Context: an optimization exercise on an open-source flow, tuned for small area and a short achievable clock period. The choices shown serve that exercise and are no tape-out recipe.

before:
// Sqrt2
module Sqrt2 (In, Out, clk, reset);
  input  [14:0] In;    
  input  clk, reset;
  output [14:0] Out;   
  reg [23:0] d1;    
  reg [18:0] n4r;
  reg [23:0] d2;    
  reg [15:0] s1r;
  reg        rz;
  wire [14:0] xg;
  assign xg = reset ? 15'd0 : In;
  wire b0_one0;
  wire b0_two0;
  wire b0_neg0;
  assign b0_one0 = xg[0] ^ 1'b0;
  assign b0_two0 = (xg[1] & ~xg[0] & ~1'b0) | (~xg[1] & xg[0] & 1'b0);
  assign b0_neg0 = xg[1];
  wire b0_one1;
  wire b0_two1;
  wire b0_neg1;
  assign b0_one1 = xg[2] ^ xg[1];
  assign b0_two1 = (xg[3] & ~xg[2] & ~xg[1]) | (~xg[3] & xg[2] & xg[1]);
  assign b0_neg1 = xg[3];
  wire b0_one2;
  wire b0_two2;
  wire b0_neg2;
  assign b0_one2 = xg[4] ^ xg[3];
  assign b0_two2 = (xg[5] & ~xg[4] & ~xg[3]) | (~xg[5] & xg[4] & xg[3]);
  assign b0_neg2 = xg[5];
  wire b0_one3;
  wire b0_two3;
  wire b0_neg3;
  assign b0_one3 = xg[6] ^ xg[5];
  assign b0_two3 = (xg[7] & ~xg[6] & ~xg[5]) | (~xg[7] & xg[6] & xg[5]);
  assign b0_neg3 = xg[7];
  wire b0_one4;
  wire b0_two4;
  wire b0_neg4;
  assign b0_one4 = xg[8] ^ xg[7];
  assign b0_two4 = (xg[9] & ~xg[8] & ~xg[7]) | (~xg[9] & xg[8] & xg[7]);
  assign b0_neg4 = xg[9];
  wire b0_one5;
  wire b0_two5;
  wire b0_neg5;
  assign b0_one5 = xg[10] ^ xg[9];
  assign b0_two5 = (xg[11] & ~xg[10] & ~xg[9]) | (~xg[11] & xg[10] & xg[9]);
  assign b0_neg5 = xg[11];
  wire b0_one6;
  wire b0_two6;
  wire b0_neg6;
  assign b0_one6 = xg[12] ^ xg[11];
  assign b0_two6 = (xg[13] & ~xg[12] & ~xg[11]) | (~xg[13] & xg[12] & xg[11]);
  assign b0_neg6 = xg[13];
  wire b0_one7;
  wire b0_two7;
  wire b0_neg7;
  assign b0_one7 = xg[14] ^ xg[13];
  assign b0_two7 = (1'b0 & ~xg[14] & ~xg[13]) | (~1'b0 & xg[14] & xg[13]);
  assign b0_neg7 = 1'b0;
  wire [23:0] dg;
  assign dg = {b0_one7, b0_two7, ~b0_neg7, b0_one6, b0_two6, ~b0_neg6, b0_one5, b0_two5, ~b0_neg5, b0_one4, b0_two4, ~b0_neg4, b0_one3, b0_two3, ~b0_neg3, b0_one2, b0_two2, ~b0_neg2, b0_one1, b0_two1, ~b0_neg1, b0_one0, b0_two0, ~b0_neg0};
  wire sa_s0;
  wire sa_c0;
  assign sa_s0 = 1'b1 ^ xg[14];
  assign sa_c0 = 1'b1 & xg[14];
  wire sa_s1;
  wire sa_c1;
  assign sa_s1 = 1'b1 ^ xg[12];
  ...
Settings: LEC_CHECK=0, ABC_AREA=1, CAP_MARGIN=20, CORE_MARGIN=2, CORE_UTILIZATION=40, SLEW_MARGIN=20; clock period 35.0 ns.
standard.sh (not shown) runs the stock make flow with config.mk's settings and CLKGATE_MAP_FILE= SYNTH_SCRIPT=/design/flow/synth_recipe.tcl, a recipe that flattens the netlist after the stock synthesis.
==> flow/flow/run.sh <==
#!/bin/bash
# Layout flow: the standard ORFS flow (standard.sh) unchanged, except that
# the resizer's setup repair (floorplan, CTS and global-route stages) aims for
# a setup-slack margin of 20 ns, so that the design is sized for speed. The
# clock period and all constraints stay the design's own.
set -o pipefail
bash standard.sh SETUP_SLACK_MARGIN=20 finish > standard.log 2>&1
Changes in after relative to before:
--- a/flow/flow/run.sh
+++ b/flow/flow/run.sh
@@ -4 +4 @@
-# a setup-slack margin of 20 ns, so that the design is sized for speed. The
+# a setup-slack margin of 22 ns, so that the design is sized for speed. The
@@ -7 +7 @@
-bash standard.sh SETUP_SLACK_MARGIN=20 finish > standard.log 2>&1
+bash standard.sh SETUP_SLACK_MARGIN=22 finish > standard.log 2>&1
Findings:
- For after, the critical path class was reg2out, unlike before, where it was reg2reg.
- In the flow results for after and before, the critical path depth is smaller on after.
- Sequential share of layout area in after is 0.39 points below before.
- after: full flow OK, the timing, DRC and antenna checks passed
No run of this note included a check of the RTL's function; only the layout flow was run.

* * *

Another version of the RTL of Sqrt2 (not shown whole).
Size in the first run: about 3300 cells after synthesis, about 32 I/O pins, about 28000 sq um of cells after synthesis.
Settings: LEC_CHECK=0, ABC_AREA=1, CAP_MARGIN=20, CORE_MARGIN=2, CORE_UTILIZATION=40, SLEW_MARGIN=20; clock period 35.0 ns.
==> flow/flow/run.sh <==
#!/bin/bash
# Layout flow: the standard ORFS flow (standard.sh), with two changes:
#  1. after the standard synthesis, flow/invpush.py re-polarises full-adder
#     cells (FA(~a,~b,~c) = ~FA(a,b,c)) and swaps xor2/xnor2 cells so that
#     fewer inverters are needed; the function and all registers (names,
#     count, cell types) are unchanged;
#  2. the resizer's setup repair aims for a setup-slack margin of 21 ns, so
#     that the design is sized for speed.
# The clock period and all constraints stay the design's own.
set -euo pipefail
R="$PWD/orfs/results/$FLOW_PLATFORM/Sqrt2/base"
bash standard.sh SETUP_SLACK_MARGIN=21 synth > synth.log 2>&1
cp "$R/1_2_yosys.v" 1_2_yosys_standard.v
python3 flow/invpush.py 1_2_yosys_standard.v "$R/1_2_yosys.v" > invpush.log 2>&1
rm -f "$R/1_synth.odb" "$R/1_synth.sdc"
bash standard.sh SETUP_SLACK_MARGIN=21 finish > standard.log 2>&1
==> flow/flow/invpush.py <==
#!/usr/bin/env python3
"""Re-polarise full adders in a Yosys gate-level netlist to remove inverters.

FA(~a, ~b, ~c) = (~cout, ~sum), so a full-adder cell may be "flipped": fed
with the complements of its inputs, its outputs then carry the complements
of the original values. The script chooses flips that minimise the number of
inverters needed, then rewires: every signal is taken from its root (the net
at the start of its inverter chain) and one inverter per root is kept for
the loads that need the complement. Function is unchanged.
usage: invpush.py in.v out.v
"""
import re, sys

src = open(sys.argv[1]).read()
cell_re = re.compile(r'^  (sky130_fd_sc_hd__\w+) (\S+)\s+\((.*?)\n  \);\n', re.S | re.M)
pin_re = re.compile(r'\.(\w+)\((.*?)\)(?:,|\s*$)', re.S | re.M)

cells = []
for m in cell_re.finditer(src):
    typ, name, body = m.group(1), m.group(2), m.group(3)
    pins = [(p, n.strip()) for p, n in pin_re.findall(body)]
    cells.append({'typ': typ, 'name': name, 'pins': pins, 'span': m.span()})

OUTPINS = {'X', 'Y', 'Q', 'SUM', 'COUT', 'HI', 'LO', 'Q_N'}
is_inv = lambda c: re.match(r'sky130_fd_sc_hd__(clk)?inv(lp)?_\d+$', c['typ']) is not None
is_fa = lambda c: re.match(r'sky130_fd_sc_hd__fa_\d+$', c['typ']) is not None

hdr = src[:cells[0]['span'][0]]
ports = set()
for m in re.finditer(r'^\s*output\s+(\[(\d+):(\d+)\]\s+)?(\S+);', hdr, re.M):
    if m.group(1):
        for i in range(int(m.group(3)), int(m.group(2)) + 1): ports.add(f"{m.group(4)}[{i}]")
    else: ports.add(m.group(4))
tail = src[cells[-1]['span'][1]:]
assigned = set(re.findall(r'assign\s+(.*?)\s*=\s*(.*?);', tail))
keep_nets = set(ports)
for l, r in assigned: keep_nets.add(l.strip()); keep_nets.add(r.strip())

drv = {}
for ci, c in enumerate(cells):
    for p, n in c['pins']:
        if p in OUTPINS and n: drv[n] = (ci, p)

# removable inverters: output not a kept net
rem_inv = set(ci for ci, c in enumerate(cells) if is_inv(c)
              and dict(c['pins'])['Y'] not in keep_nets)

def root(n):
    """follow removable inverters back: returns (root_net, parity)"""
    par = 0
    while n in drv and drv[n][0] in rem_inv:
        n = dict(cells[drv[n][0]]['pins'])['A']; par ^= 1
    return n, par

is_x = lambda c: re.match(r'sky130_fd_sc_hd__x(n)?or2_\d+$', c['typ']) is not None
fas = [ci for ci, c in enumerate(cells) if is_fa(c) or is_x(c)]
fa_index = {ci: k for k, ci in enumerate(fas)}
flip = [0] * len(fas)

# load pins (excluding removable inverters): (cell, pin, root, parity)
loads = []
for ci, c in enumerate(cells):
    if ci in rem_inv: continue
    for pi, (p, n) in enumerate(c['pins']):
        if p in OUTPINS or not n or n.startswith("1'"): continue
        r, par = root(n)
        loads.append((ci, pi, r, par))
# output port nets driven by removable inverter chains are kept (not in rem_inv)
by_root = {}
for li, (ci, pi, r, par) in enumerate(loads): by_root.setdefault(r, []).append(li)

def phi_drv(r):
    if r in drv and drv[r][0] in fa_index: return flip[fa_index[drv[r][0]]]
    return 0
def phi_load(ci):
    return flip[fa_index[ci]] if ci in fa_index and is_fa(cells[ci]) else 0
def need(r):
    pd = phi_drv(r)
    return any((loads[li][3] ^ phi_load(loads[li][0]) ^ pd) for li in by_root.get(r, []))
def cost(): return sum(1 for r in by_root if need(r))

# roots touched by each FA
touch = {}
for ci in fas:
    rs = set()
    for p, n in cells[ci]['pins']:
        if not n or n.startswith("1'"): continue
        if p in OUTPINS: rs.add(n)
        elif is_fa(cells[ci]): rs.add(root(n)[0])
    touch[ci] = rs

before = cost()
improved = True; it = 0
while improved and it < 50:
    improved = False; it += 1
    for ci in fas:
        rs = touch[ci]
        c0 = sum(need(r) for r in rs)
        flip[fa_index[ci]] ^= 1
        c1 = sum(need(r) for r in rs)
        if c1 < c0: improved = True
        else: flip[fa_index[ci]] ^= 1
# simulated annealing (deterministic seed), keep the best assignment
import random, math
rng = random.Random(1)
cur = cost(); best = cur; best_flip = list(flip)
T0 = 1.0; N = 300000
for k in range(N):
    T = T0 * (1 - k / N) + 0.02
    ci = fas[rng.randrange(len(fas))]
    rs = touch[ci]
    c0 = sum(need(r) for r in rs)
    flip[fa_index[ci]] ^= 1
    c1 = sum(need(r) for r in rs)
    d = c1 - c0
    if d <= 0 or rng.random() < math.exp(-d / T):
        cur += d
        if cur < best: best = cur; best_flip = list(flip)
    else:
        flip[fa_index[ci]] ^= 1
flip[:] = best_flip
after = cost()
print(f"inverters (roots needing complement): {before} -> {after}; flipped {sum(flip)} of {len(fas)} FAs; removable inverters {len(rem_inv)}", file=sys.stderr)

esc = lambda n: n + " " if n.startswith("\\") else n
# rewrite
newpins = {}
inv_needed = {}
for li, (ci, pi, r, par) in enumerate(loads):
    pol = par ^ phi_load(ci) ^ phi_drv(r)
    net = r
    if pol:
        if r not in inv_needed: inv_needed[r] = f"_invp{len(inv_needed)}_"
        net = inv_needed[r]
    newpins[(ci, pi)] = net

out = []; pos = 0
wires = []
for ci, c in enumerate(cells):
    s, e = c['span']
    out.append(src[pos:s]); pos = e
    if ci in rem_inv: continue
    pins = []
    xsw = ci in fa_index and is_x(c) and flip[fa_index[ci]]
    for pi, (p, n) in enumerate(c['pins']):
        if xsw and p in ('X', 'Y'): p = 'Y' if p == 'X' else 'X'
        pins.append(f"    .{p}({esc(newpins.get((ci, pi), n))})")
    typ = c['typ']
    if ci in fa_index and is_x(c) and flip[fa_index[ci]]:
        typ = typ.replace('xnor2', 'XOR2') if 'xnor2' in typ else typ.replace('xor2', 'xnor2')
        typ = typ.replace('XOR2', 'xor2')
    out.append(f"  {typ} {esc(c['name'])} (\n" + ",\n".join(pins) + "\n  );\n")
for k, (r, w) in enumerate(inv_needed.items()):
    out.append(f"  sky130_fd_sc_hd__inv_1 _invpc{k}_ (\n    .A({esc(r)}),\n    .Y({w})\n  );\n")
    wires.append(f"  wire {w};\n")
out.append(src[pos:])
txt = "".join(out)
# declare new wires after the module header's last wire declaration
i = txt.index(cells[0]['typ'] if False else "  sky130_fd_sc_hd__")
txt = txt[:i] + "".join(wires) + txt[i:]
open(sys.argv[2], "w").write(txt)
The baseline went through all stages and came out clean.
Then changed:
--- a/flow/flow/invpush.py
+++ b/flow/flow/invpush.py
@@ -103,19 +102,0 @@
-# simulated annealing (deterministic seed), keep the best assignment
-import random, math
-rng = random.Random(1)
-cur = cost(); best = cur; best_flip = list(flip)
-T0 = 1.0; N = 300000
-for k in range(N):
-    T = T0 * (1 - k / N) + 0.02
-    ci = fas[rng.randrange(len(fas))]
-    rs = touch[ci]
-    c0 = sum(need(r) for r in rs)
-    flip[fa_index[ci]] ^= 1
-    c1 = sum(need(r) for r in rs)
-    d = c1 - c0
-    if d <= 0 or rng.random() < math.exp(-d / T):
-        cur += d
-        if cur < best: best = cur; best_flip = list(flip)
-    else:
-        flip[fa_index[ci]] ^= 1
-flip[:] = best_flip
Outcome: The new run finished with timing, DRC and antenna clean; setup slack gets worse by 0.019 ns; wire length went up by 0.79%.
Function was not checked in any run of this note: the RTL went through the layout flow alone.

==> afterwards: timing with drivers on the ports <==
Ports are ideal in the flow. The routed layouts listed here were re-timed in OpenROAD. Step 1: set_driving_cell puts a clkbuf_16 on clk and a buf_2 on each other input, an assumption about the parent block. Step 2 also shifts input and output timing later by t, the mid clock arrival at the registers, as if the neighbouring blocks saw the same clock. a / b / c = ideal / step 1 / step 2; a / b = the first two.
run | shift t [ns] | setup WS [ns] | latest minus earliest clock arrival (ns) | pins driven straight from the clock port
before | 0.422 | 20.598 / 20.598 / 20.598 | 0.024 / 0.024 | 1
after | 0.426 | 22.147 / 22.090 / 22.225 | 0.030 / 0.029 | 1
the first run of note 2 | 0.398 | 21.551 / 21.551 / 21.551 | 0.011 / 0.011 | 1
the second run of note 2 | 0.414 | 21.532 / 21.532 / 21.532 | 0.014 / 0.014 | 1
After both steps setup and hold are still met in every run listed.
